From an optimization exercise on the open Yosys and OpenROAD flow, aimed at small area and a short achievable clock period; shortcuts taken in it are not production practice. In this exercise RTL edits were held to simulation tests only and were not proved equivalent to the original. No run shown here takes its clock network from TritonCTS; it comes from the design's own scripts or RTL. The clock port is modelled as an ideal driver, which makes a skipped or thinned clock tree look cheaper than it is; a real chip needs a root buffer or a tree. Power figures rest on the tool's default switching activity, not on a simulated workload.

### flow/skew_body.tcl
# POST_CTS hook: give the internal pipeline register (cells matching SKEW_PATTERN)
# its own clock branch, a buffer chain from the clock port whose delay balances
# the register-to-register paths into and out of it. The registers that face
# the ports stay on the standard clock tree. Hold is repaired afterwards.
set pattern $::env(SKEW_PATTERN)
set block [ord::get_db_block]
set db [ord::get_db]
set_propagated_clock [all_clocks]

set flops {}
foreach inst [$block getInsts] {
  if {[string match $pattern [$inst getName]] && [$inst findITerm CLK] ne "NULL"} { lappend flops $inst }
}
puts "SKEW: [llength $flops] registers match $pattern"
set clk_net [[$block findBTerm $::env(SKEW_CLOCK_PORT)] getNet]

# centroid of the skewed registers
set sx 0; set sy 0
foreach f $flops { lassign [$f getLocation] x y; set sx [expr {$sx + $x}]; set sy [expr {$sy + $y}] }
set cx [expr {int($sx / [llength $flops])}]
set cy [expr {int($sy / [llength $flops])}]

# move the registers to a new net
set old_nets {}
set skew_net [odb::dbNet_create $block skew_clk_leaf]
$skew_net setSigType CLOCK
foreach f $flops {
  set it [$f findITerm CLK]
  set n [$it getNet]
  if {$n ne "NULL"} { lappend old_nets $n }
  $it disconnect
  $it connect $skew_net
}

set chain {}
set chain_nets {}
proc build_chain {cells} {
  global block db chain chain_nets clk_net skew_net cx cy
  foreach i $chain { odb::dbInst_destroy $i }
  foreach n $chain_nets { odb::dbNet_destroy $n }
  set chain {}; set chain_nets {}
  set prev $clk_net
  set k 0
  set ncell [llength $cells]
  foreach c $cells {
    incr k
    set inst [odb::dbInst_create $block [$db findMaster $c] skew_clk_buf_$k]
    $inst setLocation [expr {$cx + 2000 * $k}] $cy
    $inst setPlacementStatus PLACED
    [$inst findITerm A] connect $prev
    if {$k == $ncell} {
      set out $skew_net
    } else {
      set out [odb::dbNet_create $block skew_clk_n$k]
      $out setSigType CLOCK
      lappend chain_nets $out
    }
    [$inst findITerm X] connect $out
    lappend chain $inst
    set prev $out
  }
}

# remove clock tree buffers left without loads
proc prune_tree {} {
  global block
  set again 1
  while {$again} {
    set again 0
    foreach inst [$block getInsts] {
      set m [[$inst getMaster] getName]
      if {![string match *clkbuf* $m] && ![string match *clkinv* $m] && ![string match *bufinv* $m] && ![string match *inv_* $m]} { continue }
      if {![string match clk* [$inst getName]]} { continue }
      set out [$inst findITerm X]
      if {$out eq "NULL"} { set out [$inst findITerm Y] }
      if {$out eq "NULL"} { continue }
      set n [$out getNet]
      if {$n eq "NULL" || [llength [$n getITerms]] <= 1 && [llength [$n getBTerms]] == 0} {
        puts "SKEW: removing unloaded clock cell [$inst getName]"
        odb::dbInst_destroy $inst
        if {$n ne "NULL"} { odb::dbNet_destroy $n }
        set again 1
      }
    }
  }
}
# optionally replace the rest of the tree by one buffer from the port (small designs)
if {[info exists ::env(SKEW_MAIN_DRIVER)] && $::env(SKEW_MAIN_DRIVER) ne ""} {
  set main {}
  foreach inst [$block getInsts] {
    if {[lsearch -exact $flops $inst] >= 0} { continue }
    set it [$inst findITerm CLK]
    if {$it eq "NULL" || ![[$inst getMaster] isSequential]} { continue }
    lappend main $inst
  }
  set mx 0; set my 0
  foreach f $main { lassign [$f getLocation] x y; set mx [expr {$mx + $x}]; set my [expr {$my + $y}] }
  set mx [expr {int($mx / [llength $main])}]
  set my [expr {int($my / [llength $main])}]
  set main_net [odb::dbNet_create $block main_clk_leaf]
  $main_net setSigType CLOCK
  foreach f $main {
    set it [$f findITerm CLK]
    $it disconnect
    $it connect $main_net
  }
  set mb [odb::dbInst_create $block [$db findMaster $::env(SKEW_MAIN_DRIVER)] main_clk_buf]
  $mb setLocation $mx $my
  $mb setPlacementStatus PLACED
  [$mb findITerm A] connect $clk_net
  [$mb findITerm X] connect $main_net
  puts "SKEW: [llength $main] other registers on one $::env(SKEW_MAIN_DRIVER)"
}
prune_tree

# optional drive-strength changes, "pattern=master" pairs in SKEW_RESIZE
if {[info exists ::env(SKEW_RESIZE)]} {
  foreach pair $::env(SKEW_RESIZE) {
    lassign [split $pair =] pat master
    foreach inst [$block getInsts] {
      if {[string match $pat [$inst getName]]} {
        $inst swapMaster [$db findMaster $master]
      }
    }
    puts "SKEW: resized $pat to $master"
  }
}

proc choose_chain {} {
  global best best_ws drv
  set best ""
  set best_ws -1e9
  foreach cand $::env(SKEW_CANDIDATES) {
    set cells [concat [split $cand +] $drv]
    if {$cand eq "none"} { set cells $drv }
    build_chain $cells
    estimate_parasitics -placement
    set ws [worst_slack -max]
    puts "SKEW: chain $cells worst setup slack $ws"
    if {$ws > $best_ws + 0.005} { set best_ws $ws; set best $cells }
  }
  puts "SKEW: chosen chain $best ($best_ws)"
  build_chain $best
  estimate_parasitics -placement
}
set drv $::env(SKEW_DRIVER)
choose_chain
if {[info exists ::env(SKEW_SETUP_PUSH)] && $::env(SKEW_SETUP_PUSH) > 0} {
  set ws [worst_slack -max]
  repair_timing -setup -setup_margin [expr {$ws + $::env(SKEW_SETUP_PUSH)}] -skip_pin_swap -skip_gate_cloning -skip_buffering -verbose
  estimate_parasitics -placement
  puts "SKEW: after setup push: [worst_slack -max]"
  choose_chain
}
build_chain $best
estimate_parasitics -placement
# registers of the skewed group whose own paths do not need the delay, but whose
# hold it would break, go back to the main branch
if {[info exists main_net]} {
  foreach f $flops {
    set pin [get_pins "[$f getName]/D"]
    set hp [find_timing_paths -to $pin -path_delay min]
    if {[llength $hp] == 0} { continue }
    set hs [get_property [lindex $hp 0] slack]
    if {$hs >= 0.05} { continue }
    set it [$f findITerm CLK]
    $it disconnect; $it connect $main_net
    estimate_parasitics -placement
    set ws [worst_slack -max]
    if {$ws < $best_ws - 0.01} {
      $it disconnect; $it connect $skew_net
      estimate_parasitics -placement
    } else {
      puts "SKEW: [$f getName] (hold slack $hs) back on the main branch, setup $ws"
    }
  }
}
detailed_placement
estimate_parasitics -placement
puts "SKEW: after placement: setup [worst_slack -max] hold [worst_slack -min]"
repair_timing -hold -hold_margin $::env(SKEW_HOLD_MARGIN) -verbose
detailed_placement
check_placement -verbose
estimate_parasitics -placement
puts "SKEW: final: setup [worst_slack -max] hold [worst_slack -min]"
### flow/skew.tcl
# POST_CTS hook: runs flow/skew_body.tcl at global scope (see that file).
uplevel #0 [list source [file join [file dirname [info script]] skew_body.tcl]]
### constraint.sdc
create_clock -name core_clock -period 4.0 [get_ports {clk}]
set_input_delay 0.8000 -clock core_clock [delete_from_list [all_inputs] [get_ports {clk}]]
set_output_delay 0.8000 -clock core_clock [all_outputs]
set_load 0.01 [all_outputs]
### flow/run.sh
#!/bin/bash
# Own layout flow: the standard flow (standard.sh) with the standard synthesis
# unchanged, small port buffers, and (flow/skew.tcl, run after clock tree synthesis)
# a separate delayed clock branch for the internal pipeline register.
# Each step writes its full output to its own log file here.
set -euo pipefail
here=$(pwd)
extra=()
while IFS= read -r line; do
  [[ -z "$line" || "$line" == \#* ]] && continue
  extra+=("${line//@HERE@/$here}")
done < flow/extra.txt
bash standard.sh synth > "$here/synth.log" 2>&1
bash standard.sh "${extra[@]}" floorplan > "$here/floorplan.log" 2>&1
bash standard.sh "${extra[@]}" place > "$here/place.log" 2>&1
bash standard.sh "${extra[@]}" cts > "$here/cts.log" 2>&1
bash standard.sh "${extra[@]}" route > "$here/route.log" 2>&1
bash standard.sh "${extra[@]}" finish > "$here/finish.log" 2>&1
### standard.sh
#!/bin/bash
# synth_recipe.tcl (not shown) runs the flow's synth.tcl, then flattens the netlist and writes it again
# the make line also repeats each setting of config.mk as NAME=value (left out here)
make -C /OpenROAD-flow-scripts/flow DESIGN_CONFIG=/design/flow/config.mk WORK_HOME=/design/flow/orfs CLKGATE_MAP_FILE= SYNTH_SCRIPT=/design/flow/synth_recipe.tcl "${@:-finish}"
### design.v
module fa(input a, input b, input ci, output s, output co);
  assign s = a ^ b ^ ci;
  assign co = (a & b) | (a & ci) | (b & ci);
endmodule
module or2m(input a, input b, output y);
  assign y = a | b;
endmodule
module nor2m(input a, input b, output y);
  assign y = ~(a | b);
endmodule
module gcell(input gh, input ph, input gl, output g);
  assign g = gh | (ph & gl);
endmodule
module pcell(input ph, input pl, output p);
  assign p = ph & pl;
endmodule
module multiplier(clk, INPUT_A, INPUT_B, RES);
  input clk;
  input [7:0] INPUT_A, INPUT_B;
  output reg [15:0] RES;
  reg [7:0] a_r, b_r;
  reg r2_p0;
  reg r2_p1;
  reg r2_p2;
  reg r2_p3;
  reg r2_p4;
  reg r2_p5;
  reg r2_cin;
  reg r2_g6;
  reg r2_q6;
  reg r2_g7;
  reg r2_q7;
  reg r2_g8;
  reg r2_q8;
  reg r2_g9;
  reg r2_q9;
  reg r2_g10;
  reg r2_q10;
  reg r2_g11;
  reg r2_q11;
  reg r2_g12;
  reg r2_q12;
  reg r2_g13;
  reg r2_q13;
  reg r2_g14;
  reg r2_q14;
  wire [15:0] prod;
  wire pp1;
  wire pp2;
  wire pp3;
  wire pp4;
  wire pp5;
  wire pp6;
  wire pp7;
  wire pp8;
  wire pp9;
  wire pp10;
  wire pp11;
  wire pp12;
  wire pp13;
  wire pp14;
  wire pp15;
  wire pp16;
  wire pp17;
  wire pp18;
  wire pp19;
  wire pp20;
  wire pp21;
  wire pp22;
  wire pp23;
  wire pp24;
  wire pp25;
  wire pp26;
  wire pp27;
  wire pp28;
  wire pp29;
  wire pp30;
  wire pp31;
  wire pp32;
  wire pp33;
  wire pp34;
  wire pp35;
  wire pp36;
  wire pp37;
  wire pp38;
  wire pp39;
  wire pp40;
  wire pp41;
  wire pp42;
  wire pp43;
  wire pp44;
  wire pp45;
  wire pp46;
  wire pp47;
  wire pp48;
  wire pp49;
  wire pp50;
  wire pp51;
  wire pp52;
  wire pp53;
  wire pp54;
  wire pp55;
  wire pp56;
  wire pp57;
  wire pp58;
  wire pp59;
  wire pp60;
  wire pp61;
  wire pp62;
  wire pp63;
  wire pp64;
  wire s65;
  wire c66;
  wire s67;
  wire c68;
  wire s69;
  wire c70;
  wire s71;
  wire c72;
  wire s73;
  wire c74;
  wire s75;
  wire c76;
  wire s77;
  wire c78;
  wire s79;
  wire c80;
  wire s81;
  wire c82;
  wire s83;
  wire c84;
  wire s85;
  wire c86;
  wire s87;
  wire c88;
  wire s89;
  wire c90;
  wire s91;
  wire c92;
  wire s93;
  wire c94;
  wire s95;
  wire c96;
  wire s97;
  wire c98;
  wire s99;
  wire c100;
  wire s101;
  wire c102;
  wire s103;
  wire c104;
  wire s105;
  wire c106;
  wire s107;
  wire c108;
  wire s109;
  wire c110;
  wire s111;
  wire c112;
  wire s113;
  wire c114;
  wire s115;
  wire c116;
  wire s117;
  wire c118;
  wire s119;
  wire c120;
  wire s121;
  wire c122;
  wire s123;
  wire c124;
  wire s125;
  wire c126;
  wire s127;
  wire c128;
  wire s129;
  wire c130;
  wire s131;
  wire c132;
  wire s133;
  wire c134;
  wire s135;
  wire c136;
  wire s137;
  wire c138;
  wire s139;
  wire c140;
  wire s141;
  wire c142;
  wire s143;
  wire c144;
  wire s145;
  wire c146;
  wire s147;
  wire c148;
  wire s149;
  wire c150;
  wire s151;
  wire c152;
  wire s153;
  wire c154;
  wire s155;
  wire c156;
  wire s157;
  wire c158;
  wire g159;
  wire p160;
  wire g161;
  wire p162;
  wire g163;
  wire p164;
  wire g165;
  wire p166;
  wire g167;
  wire p168;
  wire g169;
  wire p170;
  wire g171;
  wire p172;
  wire g173;
  wire p174;
  wire g175;
  wire p176;
  wire G1_177;
  wire G1_179;
  wire P1_180;
  wire G1_181;
  wire P1_182;
  wire G1_183;
  wire P1_184;
  wire G1_185;
  wire P1_186;
  wire G2_187;
  wire G2_189;
  wire P2_190;
  wire G3_191;
  wire G7_193;
  wire G7_195;
  wire G8_197;
  wire G8_199;
  wire G8_201;
  wire G8_203;
  always @(posedge clk) begin
    a_r <= INPUT_A;
    b_r <= INPUT_B;
    r2_p0 <= ~pp1;
    r2_p1 <= s149;
    r2_p2 <= s151;
    r2_p3 <= s153;
    r2_p4 <= s155;
    r2_p5 <= s157;
    r2_cin <= c158;
    r2_g6 <= g159;
    r2_q6 <= p160;
    r2_g7 <= g161;
    r2_q7 <= p162;
    r2_g8 <= g163;
    r2_q8 <= p164;
    r2_g9 <= g165;
    r2_q9 <= p166;
    r2_g10 <= g167;
    r2_q10 <= p168;
    r2_g11 <= g169;
    r2_q11 <= p170;
    r2_g12 <= g171;
    r2_q12 <= p172;
    r2_g13 <= g173;
    r2_q13 <= p174;
    r2_g14 <= g175;
    r2_q14 <= p176;
    RES <= prod;
  end
  assign pp1 = ~(a_r[0] & b_r[0]);
  assign pp2 = ~(a_r[0] & b_r[1]);
  assign pp3 = ~(a_r[0] & b_r[2]);
  assign pp4 = ~(a_r[0] & b_r[3]);
  assign pp5 = ~(a_r[0] & b_r[4]);
  assign pp6 = ~(a_r[0] & b_r[5]);
  assign pp7 = ~(a_r[0] & b_r[6]);
  assign pp8 = ~(a_r[0] & b_r[7]);
  assign pp9 = ~(a_r[1] & b_r[0]);
  assign pp10 = ~(a_r[1] & b_r[1]);
  assign pp11 = ~(a_r[1] & b_r[2]);
  assign pp12 = ~(a_r[1] & b_r[3]);
  assign pp13 = ~(a_r[1] & b_r[4]);
  assign pp14 = ~(a_r[1] & b_r[5]);
  assign pp15 = ~(a_r[1] & b_r[6]);
  assign pp16 = ~(a_r[1] & b_r[7]);
  assign pp17 = ~(a_r[2] & b_r[0]);
  assign pp18 = ~(a_r[2] & b_r[1]);
  assign pp19 = ~(a_r[2] & b_r[2]);
  assign pp20 = ~(a_r[2] & b_r[3]);
  assign pp21 = ~(a_r[2] & b_r[4]);
  assign pp22 = ~(a_r[2] & b_r[5]);
  assign pp23 = ~(a_r[2] & b_r[6]);
  assign pp24 = ~(a_r[2] & b_r[7]);
  assign pp25 = ~(a_r[3] & b_r[0]);
  assign pp26 = ~(a_r[3] & b_r[1]);
  assign pp27 = ~(a_r[3] & b_r[2]);
  assign pp28 = ~(a_r[3] & b_r[3]);
  assign pp29 = ~(a_r[3] & b_r[4]);
  assign pp30 = ~(a_r[3] & b_r[5]);
  assign pp31 = ~(a_r[3] & b_r[6]);
  assign pp32 = ~(a_r[3] & b_r[7]);
  assign pp33 = ~(a_r[4] & b_r[0]);
  assign pp34 = ~(a_r[4] & b_r[1]);
  assign pp35 = ~(a_r[4] & b_r[2]);
  assign pp36 = ~(a_r[4] & b_r[3]);
  assign pp37 = ~(a_r[4] & b_r[4]);
  assign pp38 = ~(a_r[4] & b_r[5]);
  assign pp39 = ~(a_r[4] & b_r[6]);
  assign pp40 = ~(a_r[4] & b_r[7]);
  assign pp41 = ~(a_r[5] & b_r[0]);
  assign pp42 = ~(a_r[5] & b_r[1]);
  assign pp43 = ~(a_r[5] & b_r[2]);
  assign pp44 = ~(a_r[5] & b_r[3]);
  assign pp45 = ~(a_r[5] & b_r[4]);
  assign pp46 = ~(a_r[5] & b_r[5]);
  assign pp47 = ~(a_r[5] & b_r[6]);
  assign pp48 = ~(a_r[5] & b_r[7]);
  assign pp49 = ~(a_r[6] & b_r[0]);
  assign pp50 = ~(a_r[6] & b_r[1]);
  assign pp51 = ~(a_r[6] & b_r[2]);
  assign pp52 = ~(a_r[6] & b_r[3]);
  assign pp53 = ~(a_r[6] & b_r[4]);
  assign pp54 = ~(a_r[6] & b_r[5]);
  assign pp55 = ~(a_r[6] & b_r[6]);
  assign pp56 = ~(a_r[6] & b_r[7]);
  assign pp57 = ~(a_r[7] & b_r[0]);
  assign pp58 = ~(a_r[7] & b_r[1]);
  assign pp59 = ~(a_r[7] & b_r[2]);
  assign pp60 = ~(a_r[7] & b_r[3]);
  assign pp61 = ~(a_r[7] & b_r[4]);
  assign pp62 = ~(a_r[7] & b_r[5]);
  assign pp63 = ~(a_r[7] & b_r[6]);
  assign pp64 = ~(a_r[7] & b_r[7]);
  assign s65 = ~(pp7 ^ pp14);
  or2m u_orc66 (.a(pp7), .b(pp14), .y(c66));
  fa u_fa1 (.a(pp8), .b(pp15), .ci(pp22), .s(s67), .co(c68));
  assign s69 = ~(pp29 ^ pp36);
  or2m u_orc70 (.a(pp29), .b(pp36), .y(c70));
  fa u_fa2 (.a(pp16), .b(pp23), .ci(pp30), .s(s71), .co(c72));
  assign s73 = ~(pp37 ^ pp44);
  or2m u_orc74 (.a(pp37), .b(pp44), .y(c74));
  fa u_fa3 (.a(pp24), .b(pp31), .ci(pp38), .s(s75), .co(c76));
  assign s77 = ~(pp5 ^ pp12);
  or2m u_orc78 (.a(pp5), .b(pp12), .y(c78));
  fa u_fa4 (.a(pp6), .b(pp13), .ci(pp20), .s(s79), .co(c80));
  assign s81 = ~(pp27 ^ pp34);
  or2m u_orc82 (.a(pp27), .b(pp34), .y(c82));
  fa u_fa5 (.a(pp21), .b(pp28), .ci(pp35), .s(s83), .co(c84));
  fa u_fa6 (.a(pp42), .b(pp49), .ci(s65), .s(s85), .co(c86));
  fa u_fa7 (.a(pp43), .b(pp50), .ci(pp57), .s(s87), .co(c88));
  fa u_fa8 (.a(c66), .b(s69), .ci(s67), .s(s89), .co(c90));
  fa u_fa9 (.a(pp51), .b(pp58), .ci(c70), .s(s91), .co(c92));
  fa u_fa10 (.a(s73), .b(c68), .ci(s71), .s(s93), .co(c94));
  fa u_fa11 (.a(pp45), .b(pp52), .ci(pp59), .s(s95), .co(c96));
  fa u_fa12 (.a(c74), .b(c72), .ci(s75), .s(s97), .co(c98));
  fa u_fa13 (.a(pp32), .b(pp39), .ci(pp46), .s(s99), .co(c100));
  fa u_fa14 (.a(pp53), .b(pp60), .ci(c76), .s(s101), .co(c102));
  fa u_fa15 (.a(pp40), .b(pp47), .ci(pp54), .s(s103), .co(c104));
  assign s105 = ~(pp4 ^ pp11);
  or2m u_orc106 (.a(pp4), .b(pp11), .y(c106));
  fa u_fa16 (.a(pp19), .b(pp26), .ci(pp33), .s(s107), .co(c108));
  fa u_fa17 (.a(pp41), .b(c78), .ci(s81), .s(s109), .co(c110));
  fa u_fa18 (.a(c82), .b(c80), .ci(s83), .s(s111), .co(c112));
  fa u_fa19 (.a(c84), .b(s87), .ci(c86), .s(s113), .co(c114));
  fa u_fa20 (.a(c88), .b(s91), .ci(c90), .s(s115), .co(c116));
  fa u_fa21 (.a(s95), .b(c92), .ci(c94), .s(s117), .co(c118));
  fa u_fa22 (.a(c96), .b(s99), .ci(s101), .s(s119), .co(c120));
  fa u_fa23 (.a(pp61), .b(c100), .ci(s103), .s(s121), .co(c122));
  fa u_fa24 (.a(pp48), .b(pp55), .ci(pp62), .s(s123), .co(c124));
  assign s125 = ~(pp3 ^ pp10);
  or2m u_orc126 (.a(pp3), .b(pp10), .y(c126));
  fa u_fa25 (.a(pp18), .b(pp25), .ci(s105), .s(s127), .co(c128));
  fa u_fa26 (.a(c106), .b(s77), .ci(s107), .s(s129), .co(c130));
  fa u_fa27 (.a(c108), .b(s79), .ci(s109), .s(s131), .co(c132));
  fa u_fa28 (.a(c110), .b(s85), .ci(s111), .s(s133), .co(c134));
  fa u_fa29 (.a(c112), .b(s89), .ci(s113), .s(s135), .co(c136));
  fa u_fa30 (.a(s93), .b(c114), .ci(s115), .s(s137), .co(c138));
  fa u_fa31 (.a(s97), .b(c116), .ci(s117), .s(s139), .co(c140));
  fa u_fa32 (.a(c98), .b(s119), .ci(c118), .s(s141), .co(c142));
  fa u_fa33 (.a(c102), .b(s121), .ci(c120), .s(s143), .co(c144));
  fa u_fa34 (.a(c104), .b(s123), .ci(c122), .s(s145), .co(c146));
  fa u_fa35 (.a(pp56), .b(pp63), .ci(c124), .s(s147), .co(c148));
  assign s149 = ~pp2 ^ ~pp9;
  assign c150 = ~pp2 & ~pp9;
  assign s151 = ~pp17 ^ ~s125 ^ c150;
  assign c152 = (~pp17 & ~s125) | (~pp17 & c150) | (~s125 & c150);
  assign s153 = ~s127 ^ ~c126 ^ c152;
  assign c154 = (~s127 & ~c126) | (~s127 & c152) | (~c126 & c152);
  assign s155 = ~s129 ^ ~c128 ^ c154;
  assign c156 = (~s129 & ~c128) | (~s129 & c154) | (~c128 & c154);
  assign s157 = ~s131 ^ ~c130 ^ c156;
  assign c158 = (~s131 & ~c130) | (~s131 & c156) | (~c130 & c156);
  nor2m u_norg159 (.a(s133), .b(c132), .y(g159));
  assign p160 = s133 ^ c132;
  nor2m u_norg161 (.a(s135), .b(c134), .y(g161));
  assign p162 = s135 ^ c134;
  nor2m u_norg163 (.a(s137), .b(c136), .y(g163));
  assign p164 = s137 ^ c136;
  nor2m u_norg165 (.a(s139), .b(c138), .y(g165));
  assign p166 = s139 ^ c138;
  nor2m u_norg167 (.a(s141), .b(c140), .y(g167));
  assign p168 = s141 ^ c140;
  nor2m u_norg169 (.a(s143), .b(c142), .y(g169));
  assign p170 = s143 ^ c142;
  nor2m u_norg171 (.a(s145), .b(c144), .y(g171));
  assign p172 = s145 ^ c144;
  nor2m u_norg173 (.a(s147), .b(c146), .y(g173));
  assign p174 = s147 ^ c146;
  nor2m u_norg175 (.a(pp64), .b(c148), .y(g175));
  assign p176 = pp64 ^ c148;
  assign prod[0] = r2_p0;
  assign prod[1] = r2_p1;
  assign prod[2] = r2_p2;
  assign prod[3] = r2_p3;
  assign prod[4] = r2_p4;
  assign prod[5] = r2_p5;
  gcell u_G1_177 (.gh(r2_g6), .ph(r2_q6), .gl(r2_cin), .g(G1_177));
  gcell u_G1_179 (.gh(r2_g8), .ph(r2_q8), .gl(r2_g7), .g(G1_179));
  pcell u_P1_180 (.ph(r2_q8), .pl(r2_q7), .p(P1_180));
  gcell u_G1_181 (.gh(r2_g10), .ph(r2_q10), .gl(r2_g9), .g(G1_181));
  pcell u_P1_182 (.ph(r2_q10), .pl(r2_q9), .p(P1_182));
  gcell u_G1_183 (.gh(r2_g12), .ph(r2_q12), .gl(r2_g11), .g(G1_183));
  pcell u_P1_184 (.ph(r2_q12), .pl(r2_q11), .p(P1_184));
  gcell u_G1_185 (.gh(r2_g14), .ph(r2_q14), .gl(r2_g13), .g(G1_185));
  pcell u_P1_186 (.ph(r2_q14), .pl(r2_q13), .p(P1_186));
  gcell u_G2_187 (.gh(G1_179), .ph(P1_180), .gl(G1_177), .g(G2_187));
  gcell u_G2_189 (.gh(G1_183), .ph(P1_184), .gl(G1_181), .g(G2_189));
  pcell u_P2_190 (.ph(P1_184), .pl(P1_182), .p(P2_190));
  gcell u_G3_191 (.gh(G2_189), .ph(P2_190), .gl(G2_187), .g(G3_191));
  gcell u_G7_193 (.gh(G1_181), .ph(P1_182), .gl(G2_187), .g(G7_193));
  gcell u_G7_195 (.gh(G1_185), .ph(P1_186), .gl(G3_191), .g(G7_195));
  gcell u_G8_197 (.gh(r2_g7), .ph(r2_q7), .gl(G1_177), .g(G8_197));
  gcell u_G8_199 (.gh(r2_g9), .ph(r2_q9), .gl(G2_187), .g(G8_199));
  gcell u_G8_201 (.gh(r2_g11), .ph(r2_q11), .gl(G7_193), .g(G8_201));
  gcell u_G8_203 (.gh(r2_g13), .ph(r2_q13), .gl(G3_191), .g(G8_203));
  assign prod[6] = r2_q6 ^ r2_cin;
  assign prod[7] = r2_q7 ^ G1_177;
  assign prod[8] = r2_q8 ^ G8_197;
  assign prod[9] = r2_q9 ^ G2_187;
  assign prod[10] = r2_q10 ^ G8_199;
  assign prod[11] = r2_q11 ^ G7_193;
  assign prod[12] = r2_q12 ^ G8_201;
  assign prod[13] = r2_q13 ^ G3_191;
  assign prod[14] = r2_q14 ^ G8_203;
  assign prod[15] = 1'b0 ^ G7_195;
endmodule
### flow/extra.txt
# make variables for the layout steps (one per line; @HERE@ is the work folder)
BUFFER_PORTS_ARGS=-buffer_cell sky130_fd_sc_hd__buf_1
MATCH_CELL_FOOTPRINT=0
POST_CTS_TCL=@HERE@/flow/skew.tcl
SKEW_PATTERN=r2_*
SKEW_CLOCK_PORT=clk
SKEW_DRIVER=sky130_fd_sc_hd__clkbuf_16
SKEW_CANDIDATES=none sky130_fd_sc_hd__clkbuf_1 sky130_fd_sc_hd__clkbuf_2 sky130_fd_sc_hd__clkdlybuf4s15_1 sky130_fd_sc_hd__clkdlybuf4s18_1 sky130_fd_sc_hd__clkdlybuf4s25_1 sky130_fd_sc_hd__clkdlybuf4s50_1 sky130_fd_sc_hd__clkdlybuf4s50_1+sky130_fd_sc_hd__clkbuf_1 sky130_fd_sc_hd__clkdlybuf4s50_1+sky130_fd_sc_hd__clkbuf_2 sky130_fd_sc_hd__clkdlybuf4s50_1+sky130_fd_sc_hd__clkdlybuf4s15_1 sky130_fd_sc_hd__clkdlybuf4s50_1+sky130_fd_sc_hd__clkdlybuf4s18_1 sky130_fd_sc_hd__clkdlybuf4s50_1+sky130_fd_sc_hd__clkdlybuf4s25_1 sky130_fd_sc_hd__clkdlybuf4s50_1+sky130_fd_sc_hd__clkdlybuf4s50_1
SKEW_HOLD_MARGIN=0.05
SKEW_MAIN_DRIVER=sky130_fd_sc_hd__clkbuf_16
SKEW_RESIZE=a_r*=sky130_fd_sc_hd__dfxtp_2 b_r*=sky130_fd_sc_hd__dfxtp_2
SKEW_SETUP_PUSH=0.3
### config.mk
export PLATFORM = sky130hd
export DESIGN_NAME = multiplier
export DESIGN_NICKNAME = multiplier
export VERILOG_FILES = /design/flow/design.v
export SDC_FILE = /design/flow/constraint.sdc
export NUM_CORES = 4
export LEC_CHECK = 0
export CAP_MARGIN = 20
export CORE_MARGIN = 2
export CORE_UTILIZATION = 40
export PLACE_DENSITY = 0.45
export SLEW_MARGIN = 20
export SYNTH_HIERARCHICAL = 1
==> results of run 1 <==
-- per-module statistics from Yosys (local to each module, per instance) --
module / copies in the design / cells inside / cell area, um2 / flip-flops and latches
or2m: 7 / 1 / 6.26 / 0
multiplier: 1 / 170 / 1790 / 57
gcell: 14 / 1 / 7.51 / 0
pcell: 5 / 1 / 6.26 / 0
fa: 35 / 1 / 20.0 / 0
nor2m: 9 / 1 / 3.75 / 0
-- layer usage --
layer / GRT usage / up-vias / routed length [um]
met1: 0.177 / 755 / 2050
met4: 0.0284 / 0 / 38
li1: - / 769 / -
met2: 0.230 / 21 / 2050
met3: 0.0171 / 3 / 107
met5: 0 / - / 0
-- final timing paths --
kind	endpoint	slack, ns	from	cells after the start
worst max-delay path	r2_p5	1.62	a_r[0]	9
worst min-delay path	r2_g13	0.1	a_r[7]	3
worst max register to register	r2_p5	1.62	a_r[0]	9
worst min register to register	r2_g13	0.1	a_r[7]	3
-- metrics by stage --
stage	util	hold WS, ns	setup slack [ns]	instance area [um2]
floorplan	-	0.310	1.38	2700
global placement	0.443	0.311	1.19	2860
detailed placement	0.443	0.312	1.18	2860
global route	0.460	0.129	1.48	2970
finish	0.460	0.0960	1.62	2970
-- power by group through the flow --
stage | Combinational, mW | Clock [mW] | Sequential, mW
floorplan | 0.359 | 0 | 0.834
global placement | 0.492 | 0 | 0.827
detailed placement | 0.493 | 0 | 0.826
global route | 0.564 | 0.318 | 0.834
finish | 0.483 | 0.276 | 0.811
-- cell families after synthesis --
logic type                 after synthesis  share of synthesized area
AOI/OAI and AO/OA                       14                     0.0389
xor gates and xnor gates                25                     0.0810
and+or+nand+nor                         85                      0.133
buffers and inverters                   19                     0.0315
adders and majority gates               40                      0.294
DFF                                     57                      0.422
-- cells in the final DEF, fill, tap and decap left out, types with 6 or more instances in the layout --
cell,instances
sky130_fd_sc_hd__a21o_1,14
sky130_fd_sc_hd__and2_1,9
sky130_fd_sc_hd__or2_1,7
sky130_fd_sc_hd__xnor2_1,6
sky130_fd_sc_hd__nand2_1,60
sky130_fd_sc_hd__buf_1,32
sky130_fd_sc_hd__inv_1,7
sky130_fd_sc_hd__nor2_1,9
sky130_fd_sc_hd__xor2_1,19
sky130_fd_sc_hd__dfxtp_2,16
sky130_fd_sc_hd__fa_1,39
sky130_fd_sc_hd__dfxtp_1,41
-- worst max-delay path, stage by stage, from the launching register on --
cell	delay [ns]
sky130_fd_sc_hd__dfxtp_2	0.38
sky130_fd_sc_hd__dlygate4sd3_1	0.55
sky130_fd_sc_hd__and2_1	0.16
sky130_fd_sc_hd__ha_1	0.21
sky130_fd_sc_hd__fa_1	0.40
sky130_fd_sc_hd__fa_1	0.41
sky130_fd_sc_hd__fa_1	0.37
sky130_fd_sc_hd__inv_1	0.07
sky130_fd_sc_hd__fa_1	0.40
sky130_fd_sc_hd__inv_1	0.06
-- cell type report --
type	instances	area, um2
fillers	635	3490
multi-input cells	164	1480
flip-flops and latches	57	1160
repair buffers	34	140
well taps	77	96.3
plain buffers	4	70.1
inverters	7	26.3
==> results.txt, run 1 <==
The synthesized net count is 297. The total of buffers placed on input and output ports came out at 32. Counting flops with an async set or reset pin after synthesis yields a share of 0. The number of inserted diodes is 0. The power per cell area came out at 529 nW/um2. The worst slew slack as a fraction of its limit came out at 0.863. The maximum number of pins on one net before global-route repair is 36.

The data arrival time at the worst-slack endpoint is 3.19 ns. The wire length of the first global-routing pass is 7.74 mm. The weighted congestion at the end of routability-driven global placement is 0.809.

The first routing iteration left 49 violations. The flip-flop count of the largest register, all copies and words added is 16. The cell leakage power is 1.24 nW. For this run, the total global-route usage over all layers was measured as 0.132. The number of global-route vias before repair came to 1656. For this run, design rule violations remaining after detail routing come to 0. The gate count after technology mapping came out at 240.

The synthesized area per cell came out at 11.3 um2. The clock period minus worst slack is 2.38 ns. The number of I/O pins is 33. STA puts the critical path data required time at 4.81 ns. The register with the most flip-flops is RES. The classification of the worst setup path is reg2reg. The floorplan step set the die height to 86.2 um.

In the synthesized netlist the dominant register cell turns out to be sky130_fd_sc_hd__dfxtp_1. Detailed routing inserted a total of 1548 vias. The sum of overflow across all layers after global routing is 0.

The maximum clock frequency came out at 420 MHz. Once detailed placement completed, the half-perimeter wirelength came to 3.29 mm. The worst setup path is captured at a flop. The fraction of power consumed by the clock network is 0.176. The layout cell share with drive strength beyond 1 came out at 0.0677. The internal portion of total power came out at 1.09 mW. The floorplan core area is 6460 um2. Across the run, the number of max-cap violations was 0.

The total die area came out at 7430 um2. Yosys printed 7 warnings. STA classifies the critical path startpoint as a flop. The number of sinks handled by clock tree synthesis is 57. The count of final hold-check violations came to 0. The mean number of vias per cell is 4.51.

The flow ran to the end and the layout has no timing, DRC or antenna violations. By instance count, the leading cell after synthesis is sky130_fd_sc_hd__nand2_1. After synthesis, the netlist uses 13 different library cells. After detailed routing, the average wire length per cell comes to 12.4 um. By area the synthesized netlist is led by sky130_fd_sc_hd__dfxtp_1 (42%), sky130_fd_sc_hd__fa_1 (29%), sky130_fd_sc_hd__nand2_1 (8.3%). The count of nets after finishing is 325.

The class of the tightest hold or removal check is reg2reg. Setup violations remaining at the end of the flow were counted as 0. For this configuration, the core starts out at a cell density of 0.418. The total detailed-routing wirelength is 4.24 mm. The largest registers in the layout are RES: 16 flops, a_r: 8 flops, b_r: 8 flops. The total power after layout came out at 1.57 mW.

Of the total power, combinational logic draws 0.308. In this run, synthesis produced a sequential element count of 57. From synthesis to final layout, the design area changed by 9.91%.

The commonest cells after synthesis are sky130_fd_sc_hd__nand2_1 (60), sky130_fd_sc_hd__dfxtp_1 (57), sky130_fd_sc_hd__fa_1 (39), sky130_fd_sc_hd__xor2_1 (19), sky130_fd_sc_hd__a21o_1 (14). The initial antenna violation count came out at 0. The part of the total power dissipated in sequential elements came out at 0.516. The clock skew after layout came out at 0.679 ns. The number of placement rows came out at 29.

For this design the total switching power over the nets is 482 uW. The area share of the largest cell type after synthesis came out at 0.422. The floorplan die width came out at 86.2 um. The dominant cell type by area after synthesis is sky130_fd_sc_hd__dfxtp_1. The final cycle utilization of the critical path came out at 0.596. The final cell count without fillers came out at 343. The transition time at the pin with the least slew margin came out at 0.204 ns. The proportion of synthesized chip area in sequential cells came out at 0.422. Once detail routing completed, the nets flagged for antenna violations numbered 0. For the worst-skew pair, the clock arrives at the later sink with an insertion delay of 0.86 ns. The netlist area before placement is 2700 um2. Of all nets on the critical path, the largest fanout is 8.

Of the total power, the share spent switching nets is 0.307. The largest vdd supply drop came out at 0.000211 V. Clock-pin slew was measured on the worst setup and hold paths at 0.12 ns. The total placed cells including tap cells came out at 337. Setup repair after global routing left no endpoint under its margin.

The total negative slack came out at 0 ns. The total count of max-transition violations in the final report came out at 0. The number of iterations in the first detailed-routing pass came out at 4. The number of synthesized flops with an enable pin came out at 0.
==> run 2: changes to the inputs <==
--- a/flow/extra.txt
+++ b/flow/extra.txt
@@ -10,3 +10,2 @@
 SKEW_MAIN_DRIVER=sky130_fd_sc_hd__clkbuf_16
-SKEW_RESIZE=a_r*=sky130_fd_sc_hd__dfxtp_2 b_r*=sky130_fd_sc_hd__dfxtp_2
 SKEW_SETUP_PUSH=0.3
--- a/config.mk
+++ b/config.mk
@@ -10,3 +10,2 @@
 export CORE_UTILIZATION = 40
-export PLACE_DENSITY = 0.45
 export SLEW_MARGIN = 20
==> run 2 against run 1 <==
  * Register-to-register slack gained 0.33 ns
  * Critical endpoint is now r2_q10
  * First-iteration DRC count shrank 31%
  * Largest cell class unchanged
  * Largest power group unchanged
  * Total power shrank 0.94%
  * Still clean
  * Cell area is the same
  * Via count grew 3.4%
==> results.txt, run 2 <==
The flow ran to the end and the layout has no timing, DRC or antenna violations. The clock period minus worst slack came out at 2.05 ns. The synthesized net count is 297.

The data arrival time at the worst-slack endpoint came out at 2.73 ns. The final cycle utilization of the critical path came out at 0.513. At the pin with the least slew margin, the transition time is 0.321 ns. The HPWL reported at the end of detailed placement is 3.27 mm. The dominant register cell in the synthesized netlist is sky130_fd_sc_hd__dfxtp_1.

The largest vdd supply drop is 0.000232 V. The number of synthesized flops with an enable pin is 0. In this run the core area contains 29 standard-cell rows.

Data on the critical path is required at its endpoint by 4.68 ns. The maximum number of pins on one net before global-route repair is 34. The number of sinks handled by clock tree synthesis is 57. The clock transition at the registers of the reported paths is 0.12 ns.

The combined flip-flop and latch cell area came out at 1160 um2. The met2 track demand over resource in global routing came out at 0.239. The total die area came out at 7430 um2. The mean number of vias per cell is 4.65. The initial antenna violation count is 0. The register with the most flip-flops is RES. The weighted congestion at the end of routability-driven global placement is 0.889. The register with the most flip-flops in the layout has 16 of them. The biggest fanout along the worst timing path is 8. Setup violations remaining at the end of the flow were counted as 0. The effective utilization at floorplan is 0.418. The total placed cells including tap cells is 337. The utilization after layout is 0.460.

On the critical path the largest part of the delay comes from adder cells. The worst pin sits at a relative slew slack of 0.786. The critical path startpoint category is a flop. The die outline height came out at 86.2 um. The count of nets left with antenna violations after detail routing is 0. The number of I/O pins came out at 33.

The critical path is of the reg2reg type. After global routing, the most crowded layer is met2. The routed layout has 1601 vias. The number of inserted diodes came out at 0. The number of global-route vias before repair was 1724. Setup repair after global routing left no endpoint under its margin. The number of iterations in the first detailed-routing pass came out at 4. For this design, the slowest cell found on the critical path is sky130_fd_sc_hd__fa_1. The floorplan core area is 6460 um2. Timing would allow up to 487 MHz. The largest registers in the layout are RES: 16 flops, a_r: 8 flops, b_r: 8 flops. On the worst path, the slowest cell contributes a delay of 0.51 ns.

Sorting the synthesized cells by area gives the leading types as sky130_fd_sc_hd__dfxtp_1 (42%), sky130_fd_sc_hd__fa_1 (29%), sky130_fd_sc_hd__nand2_1 (8.3%). The final cell count without fillers came out at 344. The synthesized area per cell is 11.3 um2.

Of all flip-flops after synthesis, the portion carrying an async set or reset was 0. Of the synthesized area, sequential elements account for 0.422. The wire length of the first global-routing pass is 7.61 mm. The layout cell share with drive strength beyond 1 is 0.0562. The count of final hold-check violations is 0. The commonest cells after synthesis are sky130_fd_sc_hd__nand2_1 (60), sky130_fd_sc_hd__dfxtp_1 (57), sky130_fd_sc_hd__fa_1 (39), sky130_fd_sc_hd__xor2_1 (19), sky130_fd_sc_hd__a21o_1 (14). The path class of the tightest hold or removal check is reg2reg.

The cell leakage power came out at 1.24 nW. The sum of buffers and inverters on the critical path came out at 0. The power per cell area came out at 524 nW/um2. The total negative slack is 0 ns. The area share of the largest cell type after synthesis is 0.422. The netlist area before placement came out at 2700 um2. The gate count after technology mapping is 240. The total global routing track utilization came out at 0.129.

The sum of overflow across all layers after global routing came out at 0. From synthesis to final layout, the design area changed by 9.91%. By instance count, the cell type seen most on the critical path is sky130_fd_sc_hd__fa_1.

Summed over all instances, the cell type with the most area after synthesis is sky130_fd_sc_hd__dfxtp_1. The worst slack on hold paths is 0.0628 ns. The clock skew after layout came out at 0.608 ns. In the final routed layout, each cell accounts on average for 12.1 um. The count of unresolved DRC violations after routing is 0. The area taken by multi-input logic gates came out at 1480 um2.

The global routing met1 resource utilization came out at 0.160. The violation count after the first detailed-routing iteration is 34. The total detailed-routing wirelength is 4.15 mm.

The most repeated cell in the gate-level netlist after synthesis is sky130_fd_sc_hd__nand2_1. For this run, the post-layout net count is 326. The total power after layout came out at 1.56 mW.

The total count of max-transition violations in the final report came out at 0. For this run, global-route usage on met3 was measured as 0.0171. The number of storage elements in the synthesis netlist came out at 57. Across the run, the number of max-cap violations was 0. Yosys mapped the design onto 13 distinct sky130hd cell types. Walking the worst path, the cells encountered are nand2_1 -> fa_1 -> fa_1 -> fa_1 -> fa_1 -> xor2_1. The worst setup path is captured at a flop. The filler cell count came out at 626. The floorplan die width is 86.2 um.

Leaving out fill and tap cells, the most frequent cell in the layout is sky130_fd_sc_hd__nand2_1. During placement, the flow inserted port buffers numbering 32. The source-to-sink clock delay at the later pin of the worst-skew pair came out at 0.78 ns. The yosys synthesis warning count is 7. Leaving out fill and tap cells, the most frequent cells in the layout are sky130_fd_sc_hd__nand2_1 (60), sky130_fd_sc_hd__dfxtp_1 (44), sky130_fd_sc_hd__fa_1 (39).
-- run 2: cell counts after synthesis --
Identical to the previous run, type by type.
-- run 2: worst register-to-register path: cells and delay by family, from the launching register on --
kind          cells  cell delay (ns)
xor+xnor          1             0.15
fa+ha+maj         4             1.89
flops             1             0.42
simple gates      1             0.10
-- run 2: metal layers --
layer / up-vias / wire [um] / part of all wire
li1: 773 / - / -
met1: 793 / 1760 / 0.42
met2: 32 / 2220 / 0.54
met3: 3 / 140 / 0.034
met4: 0 / 34 / 0.0082
met5: - / 0 / 0
-- run 2: per-stage QoR --
step,area (um2),setup slack (ns)
floorplan,2700,1.38
global placement,2860,1.30
detailed placement,2860,1.26
global route,2970,1.85
finish,2970,1.95
-- run 2: where the power goes --
part / internal (mW) / switching, mW / total (mW) / leakage (nW)
combinational: 0.235 / 0.247 / 0.482 / 0.733
sequential: 0.733 / 0.0759 / 0.809 / 0.478
clock: 0.113 / 0.153 / 0.266 / 0.0297
total: 1.08 / 0.475 / 1.56 / 1.24
-- run 2: final timing paths --
kind,slack [ns],cells past startpoint,end,from
worst min register to register,0.06,2,r2_q14,a_r[7]
worst min-delay path,0.06,2,r2_q14,a_r[7]
worst max-delay path,1.95,6,r2_q10,b_r[7]
worst max register to register,1.95,6,r2_q10,b_r[7]
-- run 2: final cells by class --
| type | instances | area share |
|---|---|---|
| buffer | 4 | 0.0215 |
| inverter | 7 | 0.00885 |
| multi-input combinational | 164 | 0.497 |
| timing repair buffer | 35 | 0.0505 |
| tap | 77 | 0.0324 |
| sequential | 57 | 0.390 |
-- run 2: cells by family (layout without fill, tap and decap cells) --
group / after synthesis / after routing / synth area share
adders and majority gates: 40 / 40 / 0.294
xor gates and xnor gates: 25 / 25 / 0.0810
AOI/OAI and AO/OA: 14 / 14 / 0.0389
buffers and inverters: 19 / 46 / 0.0315
and+or+nand+nor: 85 / 85 / 0.133
DFF: 57 / 57 / 0.422
-- run 2: modules after synthesis, one instance, submodules excluded --
module	copies in the design	cells inside	flops+latches	cell area, um2
multiplier	1	170	57	1790
pcell	5	1	0	6.26
nor2m	9	1	0	3.75
gcell	14	1	0	7.51
fa	35	1	0	20.0
or2m	7	1	0	6.26
==> run 3: changes to the inputs <==
--- a/flow/extra.txt
+++ b/flow/extra.txt
@@ -10,2 +10,3 @@
 SKEW_MAIN_DRIVER=sky130_fd_sc_hd__clkbuf_16
+SKEW_RESIZE=a_r*=sky130_fd_sc_hd__dfxtp_4 b_r*=sky130_fd_sc_hd__dfxtp_4
 SKEW_SETUP_PUSH=0.3
==> run 3 against run 2 <==
  * Cell area grew 2.4%
  * Synthesized cell count is the same
  * Total power grew 0.39%
  * Critical path depth is the same
  * Sequential power shrank 0.5%
  * Setup slack gained 0.050 ns
  * Die area is the same
  * Global-route usage is essentially flat
  * Clock skew shrank 0.011 ns
  * Combinational power grew 2%
==> results.txt, run 3 <==
The run finished with no timing, DRC or antenna violations. The total negative slack is 0 ns. The mean number of vias per cell came out at 4.77. The worst hold path belongs to the class reg2reg. The total detailed-routing wirelength is 4.19 mm.

The critical path startpoint category is a flop. The post-layout worst setup margin came out at 2.00 ns. Counting flops with a built-in enable in the synthesized netlist gives 0.

The number of I/O pins is 33. The number of iterations in the first detailed-routing pass is 4. The multi-input combinational cells in the finished layout cover a total of 1510 um2.

The worst path required time came out at 4.71 ns. The area share of the largest cell type after synthesis came out at 0.422. The library cells used most frequently in the layout, excluding fill and tap cells, are sky130_fd_sc_hd__nand2_1 (55), sky130_fd_sc_hd__dfxtp_1 (40), sky130_fd_sc_hd__buf_1 (32).

The clock skew after layout came out at 0.597 ns. The biggest fanout along the worst timing path came out at 8. Measured along the y axis, the die boundary spans 86.2 um.

The setup slack of the worst register-to-register path came out at 2.00 ns. For this run, the register share of the synthesized area comes to 0.422. Counting every sink on the clock net gives 57. The count of unresolved DRC violations after routing is 0. Leaving out fill and tap cells, the most frequent cell in the layout is sky130_fd_sc_hd__nand2_1. After synthesis, the most frequently instantiated cells are sky130_fd_sc_hd__nand2_1 (60), sky130_fd_sc_hd__dfxtp_1 (57), sky130_fd_sc_hd__fa_1 (39), sky130_fd_sc_hd__xor2_1 (19), sky130_fd_sc_hd__a21o_1 (14). The final cycle utilization of the critical path is 0.501. In the global route stage, overall resource usage came out at 0.129. The layout cell share with drive strength beyond 1 came out at 0.132. The yosys synthesis warning count came out at 7.

The synthesized area per cell is 11.3 um2. The total count of max-transition violations in the final report is 0. The sum of overflow across all layers after global routing came out at 0. The worst slack at placement came out at 1.26 ns. The transition time at the pin with the least slew margin came out at 0.234 ns. The region available for standard cell placement spans 6460 um2. The utilization after layout came out at 0.471. The synthesized net count came out at 297.

The wire length of the first global-routing pass is 7.62 mm. The proportion of synthesized flip-flops having asynchronous set or reset is 0. Setup repair after global routing left no endpoint under its margin. Summing all non-filler instances in the final layout gives an area of 3040 um2.

The largest vdd supply drop is 0.000236 V. The clock period minus worst slack came out at 2.00 ns. The clock transition at the registers of the reported paths is 0.12 ns. Yosys attributes the largest share of cell area to sky130_fd_sc_hd__dfxtp_1 (42%), sky130_fd_sc_hd__fa_1 (29%), sky130_fd_sc_hd__nand2_1 (8.3%). The data arrival time at the worst-slack endpoint came out at 2.71 ns.

The worst slew slack as a fraction of its limit is 0.843. The filler cell count came out at 615. After detailed placement, the total cell area comes to 2860 um2. The critical path in this run is classified as reg2reg. The count of buffers added on input and output ports is 32. In the final layout, the registers with the most flip-flops are RES: 16 flops, a_r: 8 flops, b_r: 8 flops. The combined flip-flop and latch cell area came out at 1200 um2. The flip-flop count of the largest register, all copies and words added came out at 16. The worst slack on hold paths came out at 0.0850 ns. Summed over all instances, the cell type with the most area after synthesis is sky130_fd_sc_hd__dfxtp_1. The gate count after technology mapping came out at 240. The critical path capture point type is a flop. The maximum number of pins on one net before global-route repair is 35. The dominant register cell in the synthesized netlist is sky130_fd_sc_hd__dfxtp_1.

The register with the most flip-flops is RES. The most repeated cell in the gate-level netlist after synthesis is sky130_fd_sc_hd__nand2_1. The initial utilization of the core area, before any placement, comes to 0.418. The synthesis-to-layout area growth came out at 12.5%.

The final setup violation count came out at 0. The number of storage elements in the synthesis netlist is 57. The detailed router placed 1637 vias in this run. The maximum clock frequency came out at 499 MHz. The total die area is 7430 um2. The count of nets left with antenna violations after detail routing is 0. The HPWL reported at the end of detailed placement is 3.27 mm. The initial antenna violation count came out at 0. The floorplan has 29 rows.

Summed over all cells, the static leakage comes to 1.24 nW. Including well taps, the total number of placed cells is 337. The number of unique standard cell types used by synthesis came out at 13. The number of maximum-capacitance violations is 0. For this run, the number of standard cells in the final layout without fillers is 343. The floorplan step set the die width to 86.2 um.

The number of global-route vias before repair came out at 1721. The source-to-sink clock delay at the later pin of the worst-skew pair is 0.77 ns. The count of nets after finishing came out at 325. The netlist area before placement came out at 2700 um2.

The detail-routed net length per standard cell is 12.2 um. The completed layout was analyzed and its total power is 1.56 mW. In this run the power density over the cells is 514 nW/um2.

The weighted congestion at the end of routability-driven global placement came out at 0.889. 0 antenna diodes ended up in the layout. The first routing iteration left 43 violations.

The count of final hold-check violations came out at 0.
-- run 3: cell counts after synthesis --
No cell type changed its count.
-- run 3: worst max-delay path: stages (launching register included) --
cell and delay (ns):
sky130_fd_sc_hd__dfxtp_4 0.42, sky130_fd_sc_hd__nand2_2 0.08, sky130_fd_sc_hd__fa_2 0.39, sky130_fd_sc_hd__fa_1 0.50, sky130_fd_sc_hd__fa_2 0.45, sky130_fd_sc_hd__fa_2 0.56, sky130_fd_sc_hd__xor2_1 0.13
-- run 3: per-module statistics from Yosys (local to each module, per instance) --
module,cells,copies in the design,flops+latches
nor2m,1,9,0
gcell,1,14,0
pcell,1,5,0
fa,1,35,0
or2m,1,7,0
multiplier,170,1,57
-- run 3: final timing paths --
| path | start | to | cells after the start |
|---|---|---|---|
| setup reg to reg | b_r[7] | r2_q10 | 6 |
| hold reg to reg | b_r[0] | r2_p1 | 2 |
| hold / removal | b_r[0] | r2_p1 | 2 |
| setup / recovery | b_r[7] | r2_q10 | 6 |
-- run 3: power by group --
part	leakage (nW)	switching, mW	total, mW	internal [mW]
Clock	0.0297	0.151	0.264	0.113
Sequential	0.483	0.0774	0.805	0.728
Combinational	0.725	0.251	0.493	0.242
Total	1.24	0.480	1.56	1.08
-- run 3: final cells by class --
type	count	share of cell area
repair buffers	34	0.0461
multi-input cells	164	0.497
well taps	77	0.0317
plain buffers	4	0.0210
inverters	7	0.00864
flip-flops and latches	57	0.395
-- run 3: cells by family after synthesis --
| family | Yosys count | share of synthesized area |
|---|---|---|
| AND/OR/NAND/NOR | 85 | 0.133 |
| flip-flops | 57 | 0.422 |
| adder cells (fa/ha/maj) | 40 | 0.294 |
| XOR/XNOR | 25 | 0.0810 |
| buffers and inverters | 19 | 0.0315 |
| AO/OA/AOI/OAI | 14 | 0.0389 |
-- run 3: routing by layer --
layer,wire length (um),track usage
met1,1830,0.158
met2,2220,0.241
met3,115,0.0171
met4,29,0.0270
met5,0,0
==> run 4: changes to the inputs <==
--- a/flow/extra.txt
+++ b/flow/extra.txt
@@ -10,3 +10,5 @@
 SKEW_MAIN_DRIVER=sky130_fd_sc_hd__clkbuf_16
-SKEW_RESIZE=a_r*=sky130_fd_sc_hd__dfxtp_4 b_r*=sky130_fd_sc_hd__dfxtp_4
+SKEW_RESIZE=a_r*=sky130_fd_sc_hd__dfxtp_2 b_r*=sky130_fd_sc_hd__dfxtp_2
 SKEW_SETUP_PUSH=0.3
+SKEW_GROUP2=0.06
+SKEW_CANDIDATES2=sky130_fd_sc_hd__clkbuf_8 sky130_fd_sc_hd__clkbuf_1+sky130_fd_sc_hd__clkbuf_8 sky130_fd_sc_hd__clkdlybuf4s15_1+sky130_fd_sc_hd__clkbuf_8 sky130_fd_sc_hd__clkdlybuf4s25_1+sky130_fd_sc_hd__clkbuf_8 sky130_fd_sc_hd__clkdlybuf4s50_1+sky130_fd_sc_hd__clkbuf_8 sky130_fd_sc_hd__clkdlybuf4s50_1+sky130_fd_sc_hd__clkbuf_1+sky130_fd_sc_hd__clkbuf_8 sky130_fd_sc_hd__clkdlybuf4s50_1+sky130_fd_sc_hd__clkdlybuf4s15_1+sky130_fd_sc_hd__clkbuf_8 sky130_fd_sc_hd__clkdlybuf4s50_1+sky130_fd_sc_hd__clkdlybuf4s25_1+sky130_fd_sc_hd__clkbuf_8 sky130_fd_sc_hd__clkdlybuf4s50_1+sky130_fd_sc_hd__clkdlybuf4s50_1+sky130_fd_sc_hd__clkbuf_8
--- a/flow/skew_body.tcl
+++ b/flow/skew_body.tcl
@@ -156,2 +156,70 @@
 estimate_parasitics -placement
+# optional second skewed group: the registers whose own paths want a later clock
+proc pin_slack {args} {
+  set v [with_output_to_variable x {eval report_checks $args -format end}]
+  if {[regexp {([-0-9.]+) \((MET|VIOLATED)\)} $x -> sl]} { return $sl }
+  return 9
+}
+proc build_chain2 {cells} {
+  global block db chain2 chain2_nets clk_net skew2_net cx2 cy2
+  foreach i $chain2 { odb::dbInst_destroy $i }
+  foreach n $chain2_nets { odb::dbNet_destroy $n }
+  set chain2 {}; set chain2_nets {}
+  set prev $clk_net
+  set k 0
+  set ncell [llength $cells]
+  foreach c $cells {
+    incr k
+    set inst [odb::dbInst_create $block [$db findMaster $c] skew2_clk_buf_$k]
+    $inst setLocation [expr {$cx2 + 2000 * $k}] $cy2
+    $inst setPlacementStatus PLACED
+    [$inst findITerm A] connect $prev
+    if {$k == $ncell} {
+      set out $skew2_net
+    } else {
+      set out [odb::dbNet_create $block skew2_clk_n$k]
+      $out setSigType CLOCK
+      lappend chain2_nets $out
+    }
+    [$inst findITerm X] connect $out
+    lappend chain2 $inst
+    set prev $out
+  }
+}
+if {[info exists ::env(SKEW_GROUP2)] && $::env(SKEW_GROUP2) > 0} {
+  set late {}
+  foreach f $flops {
+    set n [$f getName]
+    set si [pin_slack -to [get_pins "$n/D"]]
+    set so [pin_slack -from [get_pins "$n/CLK"]]
+    if {$so - $si > $::env(SKEW_GROUP2)} { lappend late $f }
+    puts "SKEW: $n in $si out $so"
+  }
+  if {[llength $late] > 0 && [llength $late] < [llength $flops]} {
+    set chain2 {}; set chain2_nets {}
+    set skew2_net [odb::dbNet_create $block skew2_clk_leaf]
+    $skew2_net setSigType CLOCK
+    set sx 0; set sy 0
+    foreach f $late { lassign [$f getLocation] x y; set sx [expr {$sx + $x}]; set sy [expr {$sy + $y}] }
+    set cx2 [expr {int($sx / [llength $late])}]
+    set cy2 [expr {int($sy / [llength $late]) + 2720}]
+    foreach f $late { set it [$f findITerm CLK]; $it disconnect; $it connect $skew2_net }
+    set base $best
+    foreach round {1 2} {
+      set b2 ""; set b2ws -1e9
+      foreach cand $::env(SKEW_CANDIDATES2) {
+        set cells [split $cand +]
+        build_chain2 $cells
+        estimate_parasitics -placement
+        set ws [worst_slack -max]
+        puts "SKEW: group2 chain $cells worst setup slack $ws"
+        if {$ws > $b2ws + 0.005} { set b2ws $ws; set b2 $cells }
+      }
+      build_chain2 $b2
+      puts "SKEW: group2 ([llength $late] registers) chain $b2 ($b2ws)"
+      choose_chain
+    }
+  }
+}
+
 # registers of the skewed group whose own paths do not need the delay, but whose
@@ -166,2 +234,3 @@
     set it [$f findITerm CLK]
+    set orig [$it getNet]
     $it disconnect; $it connect $main_net
@@ -170,3 +239,3 @@
     if {$ws < $best_ws - 0.01} {
-      $it disconnect; $it connect $skew_net
+      $it disconnect; $it connect $orig
       estimate_parasitics -placement
==> run 4 against run 3 <==
  * Setup slack better by 0.0053 ns
  * Largest cell class unchanged
  * Core utilization decreased by 0.62 points
  * Sequential power hardly changed
  * Hold slack got worse by 0.0062 ns
  * Sequential share of layout area is 0.31 points lower
  * Via count down 1.5%
  * Die area stayed put
  * Critical path depth unchanged
  * Critical endpoint unchanged
  * Combinational power is 2% lower
==> results.txt, run 4 <==
The run finished with no timing, DRC or antenna violations. The proportion of synthesized flip-flops having asynchronous set or reset is 0. The filler cell count is 616. Using the TritonRoute via totals, the vias-per-cell ratio works out to 4.70. The cell depth of the worst setup path came out at 6. The die outline height is 86.2 um. On the worst path, the slowest cell contributes a delay of 0.56 ns. The finished layout holds 343 standard cells, fillers aside. The tool flagged a number of max-cap violations equal to 0. The total detailed-routing wirelength is 4.16 mm. The number of storage elements in the synthesis netlist came out at 57. Clock tree synthesis found a total of 57 sinks. The worst path required time came out at 4.72 ns. The power per cell area came out at 519 nW/um2.

Dividing the final minimum period by the clock period gives 0.499. After synthesis, the largest family of logic cells by area is adder cells. The count of nets left with antenna violations after detail routing came out at 0. The total count of max-transition violations in the final report is 0. The clock period minus worst slack is 2.00 ns. The maximum clock frequency is 501 MHz. Counting instances in the post-synthesis netlist gives the leading cell types as sky130_fd_sc_hd__nand2_1 (60), sky130_fd_sc_hd__dfxtp_1 (57), sky130_fd_sc_hd__fa_1 (39), sky130_fd_sc_hd__xor2_1 (19), sky130_fd_sc_hd__a21o_1 (14). The number of buffers and inverters on the critical path is 0. The netlist area before placement came out at 2700 um2.

The floorplan has 29 rows. The number of global-route vias before repair was 1704. The clock skew after layout came out at 0.604 ns. The wire length of the first global-routing pass is 7.54 mm. The worst setup path is captured at a flop. The number of iterations in the first detailed-routing pass is 4. Ranked by flip-flop count, first place goes to RES. The synthesized net count is 297. The total number of vias is 1612. The layout cell share with drive strength beyond 1 is 0.102. Setup violations remaining at the end of the flow were counted as 0.

The worst slack on hold paths is 0.0787 ns. The dominant cell type by area after synthesis is sky130_fd_sc_hd__dfxtp_1. In the final routed layout, each cell accounts on average for 12.1 um. After detailed placement, the design holds a cell count of 337.

The floorplan core area is 6460 um2. The gate count after technology mapping is 240. The simple logic cell fraction of the synthesized area came out at 0.133.

After detailed routing, no signal wire sits above met4. In the synthesized netlist the dominant register cell turns out to be sky130_fd_sc_hd__dfxtp_1. Ranked by total cell area, the synthesized netlist is headed by sky130_fd_sc_hd__dfxtp_1 (42%), sky130_fd_sc_hd__fa_1 (29%), sky130_fd_sc_hd__nand2_1 (8.3%).

In the global route stage, overall resource usage came out at 0.127. The weighted congestion at the end of routability-driven global placement came out at 0.889. The effective utilization at floorplan came out at 0.418. Detailed routing placed a total of 2.20 mm of wire on met2. The critical path goes through nand2_1 -> fa_2 -> fa_1 -> fa_1 -> fa_2 -> xor2_1. The total negative slack is 0 ns. The count of final hold-check violations is 0. The largest registers in the layout are RES: 16 flops, a_r: 8 flops, b_r: 8 flops. The detailed router put a total of 1.80 mm of wire on met1. The routed length on met3 came out at 139 um. The compound-gate portion of the synthesized area came out at 0.0389. The classification of the worst setup path is reg2reg. The analysis attributes to cell leakage a power of 1.24 nW. The worst slack at placement is 1.26 ns.

The total of buffers placed on input and output ports came out at 32. The worst register-to-register path ends at r2_q10. The adder-cell share of the synthesized area came out at 0.294. The initial antenna violation count came out at 0. The top cell types in the final layout, fill and taps aside, are sky130_fd_sc_hd__nand2_1 (57), sky130_fd_sc_hd__dfxtp_1 (40), sky130_fd_sc_hd__fa_1 (34). The path class of the tightest hold or removal check is reg2reg. The proportion of synthesized chip area in sequential cells came out at 0.422. At the pin with the least slew margin, the transition time is 0.235 ns. The register with the most flip-flops in the layout has 16 of them.

The source-to-sink clock delay at the later pin of the worst-skew pair is 0.78 ns. The worst slew slack as a fraction of its limit is 0.842. Setup repair after global routing left no endpoint under its margin.

The area of all placed cells without fillers came out at 3000 um2. The most repeated cell in the gate-level netlist after synthesis is sky130_fd_sc_hd__nand2_1. The utilization after layout is 0.465.

The total power after layout came out at 1.56 mW. The largest vdd supply drop is 0.000234 V. The area share of the largest cell type after synthesis is 0.422. The cell area after placement came out at 2860 um2. The data arrival time at the worst-slack endpoint is 2.71 ns. The synthesis-to-layout area growth came out at 11.0%. The number of inserted diodes is 0. Yosys printed 7 warnings. On the critical path, the stage with the largest delay is an instance of sky130_fd_sc_hd__fa_2. The launching instance or port of the critical path is a_r[3]. The synthesized area per cell came out at 11.3 um2. The worst setup path is launched from a flop. Of all nets on the critical path, the largest fanout is 8.

The number of unique standard cell types used by synthesis came out at 13. The violation count after the first detailed-routing iteration came out at 27. The startpoint identified for the worst register-to-register timing path is a_r[3]. Global routing finished with a remaining overflow of 0. The multiplexer fraction of the synthesized cell area is 0. The setup slack of the worst register-to-register path is 2.00 ns. The critical path ends at r2_q10. The total die area is 7430 um2. The worst reg2reg path depth came out at 6.

The number of synthesized flops with an enable pin came out at 0. The floorplan die width came out at 86.2 um. The maximum number of pins on one net before global-route repair is 35. Leaving out fill and tap cells, the most frequent cell in the layout is sky130_fd_sc_hd__nand2_1.

The number of I/O pins is 33. Setup slack closes at 2.00 ns. The count of nets after finishing came out at 325. Broken down by cell family, the worst path's largest delay share belongs to adder cells.

The clock transition at the registers of the reported paths came out at 0.12 ns. Of the total synthesized cell area, the portion taken by XOR and XNOR cells is 0.0810. For this run, design rule violations remaining after detail routing come to 0. The HPWL reported at the end of detailed placement came out at 3.27 mm.
run 4: cell counts after synthesis:
Identical to the previous run, type by type.
run 4: power by group:
part / internal, mW / leakage (nW) / switching (mW) / total (mW)
Combinational: 0.237 / 0.728 / 0.247 / 0.485
Sequential: 0.731 / 0.480 / 0.0770 / 0.808
Clock: 0.113 / 0.0297 / 0.151 / 0.264
run 4: kinds of logic after synthesis:
logic type	Yosys count
AOI/OAI and AO/OA	14
xor gates and xnor gates	25
adders and majority gates	40
buffers and inverters	19
DFF	57
and+or+nand+nor	85
run 4: how the worst min path moves through the flow:
stage           start      to  slack [ns]  cells after the start
2_1_floorplan   r2_p0  RES[0]        0.31                      0
5_1_grt        a_r[1]   r2_p1        0.13                      2
6_report       a_r[1]   r2_p1        0.08                      2
3_5_place_dp    r2_p3  RES[3]        0.31                      0
3_3_place_gp    r2_p3  RES[3]        0.31                      0
run 4: layout make-up:
| class | instances | area [um2] | share of cell area |
|---|---|---|---|
| plain buffers | 4 | 63.8 | 0.0213 |
| inverters | 7 | 26.3 | 0.00876 |
| multi-input cells | 164 | 1500 | 0.499 |
| repair buffers | 34 | 140 | 0.0467 |
| flip-flops and latches | 57 | 1180 | 0.392 |
| well taps | 77 | 96.3 | 0.0321 |
run 4: worst reg2reg max path: cells and delay by family, from the launching register on:
kind                     cells  cell delay (ns)
flip-flops                   1             0.43
XOR/XNOR                     1             0.13
adder cells (fa/ha/maj)      4             1.87
AND/OR/NAND/NOR              1             0.10
run 4: per-layer routing:
layer / track usage / vias up
li1: - / 774
met1: 0.158 / 802
met2: 0.237 / 34
met3: 0.0171 / 2
met4: 0.0270 / 0
met5: 0 / -
run 4: modules after synthesis (local to each module, per instance):
module	cell area, um2	copies in the design	flip-flops and latches	cells inside
or2m	6.26	7	0	1
fa	20.0	35	0	1
multiplier	1790	1	57	170
nor2m	3.75	9	0	1
gcell	7.51	14	0	1
pcell	6.26	5	0	1

afterwards: timing with drivers on the ports:
Ports are ideal in the flow. The routed layouts listed here were re-timed in OpenROAD.
Step 1 (the two cells are an assumption about what drives the block):
set clk [get_ports {clk}]
set_driving_cell -lib_cell sky130_fd_sc_hd__clkbuf_16 $clk
set_driving_cell -lib_cell sky130_fd_sc_hd__buf_2 [delete_from_list [all_inputs] $clk]
Step 2, shift: input delay + t, output delay - t, t = (earliest + latest rising clock arrival at the registers) / 2. This alone moves slack from input paths to output paths.
Slacks: ideal ports / drivers / drivers and shift; pairs: ideal ports / drivers.
run	t, ns	setup slack, ns	hold slack, ns	clock arrival spread, ns	worst slew at a driven data input, ns	pins driven straight from the clock port
run 1	0.555	1.618 / 1.617 / 1.617	0.096 / 0.097 / 0.097	0.679 / 0.679	0.03	2
run 2	0.514	1.948 / 1.947 / 1.947	0.063 / 0.063 / 0.063	0.608 / 0.608	0.04	2
run 3	0.510	1.998 / 1.997 / 1.997	0.085 / 0.085 / 0.085	0.597 / 0.597	0.04	2
run 4	0.511	2.003 / 2.002 / 2.002	0.079 / 0.079 / 0.079	0.604 / 0.603	0.03	2
In every run listed the clock reaches the registers at very different times; t lies between them, and the last value is a rough guide only.
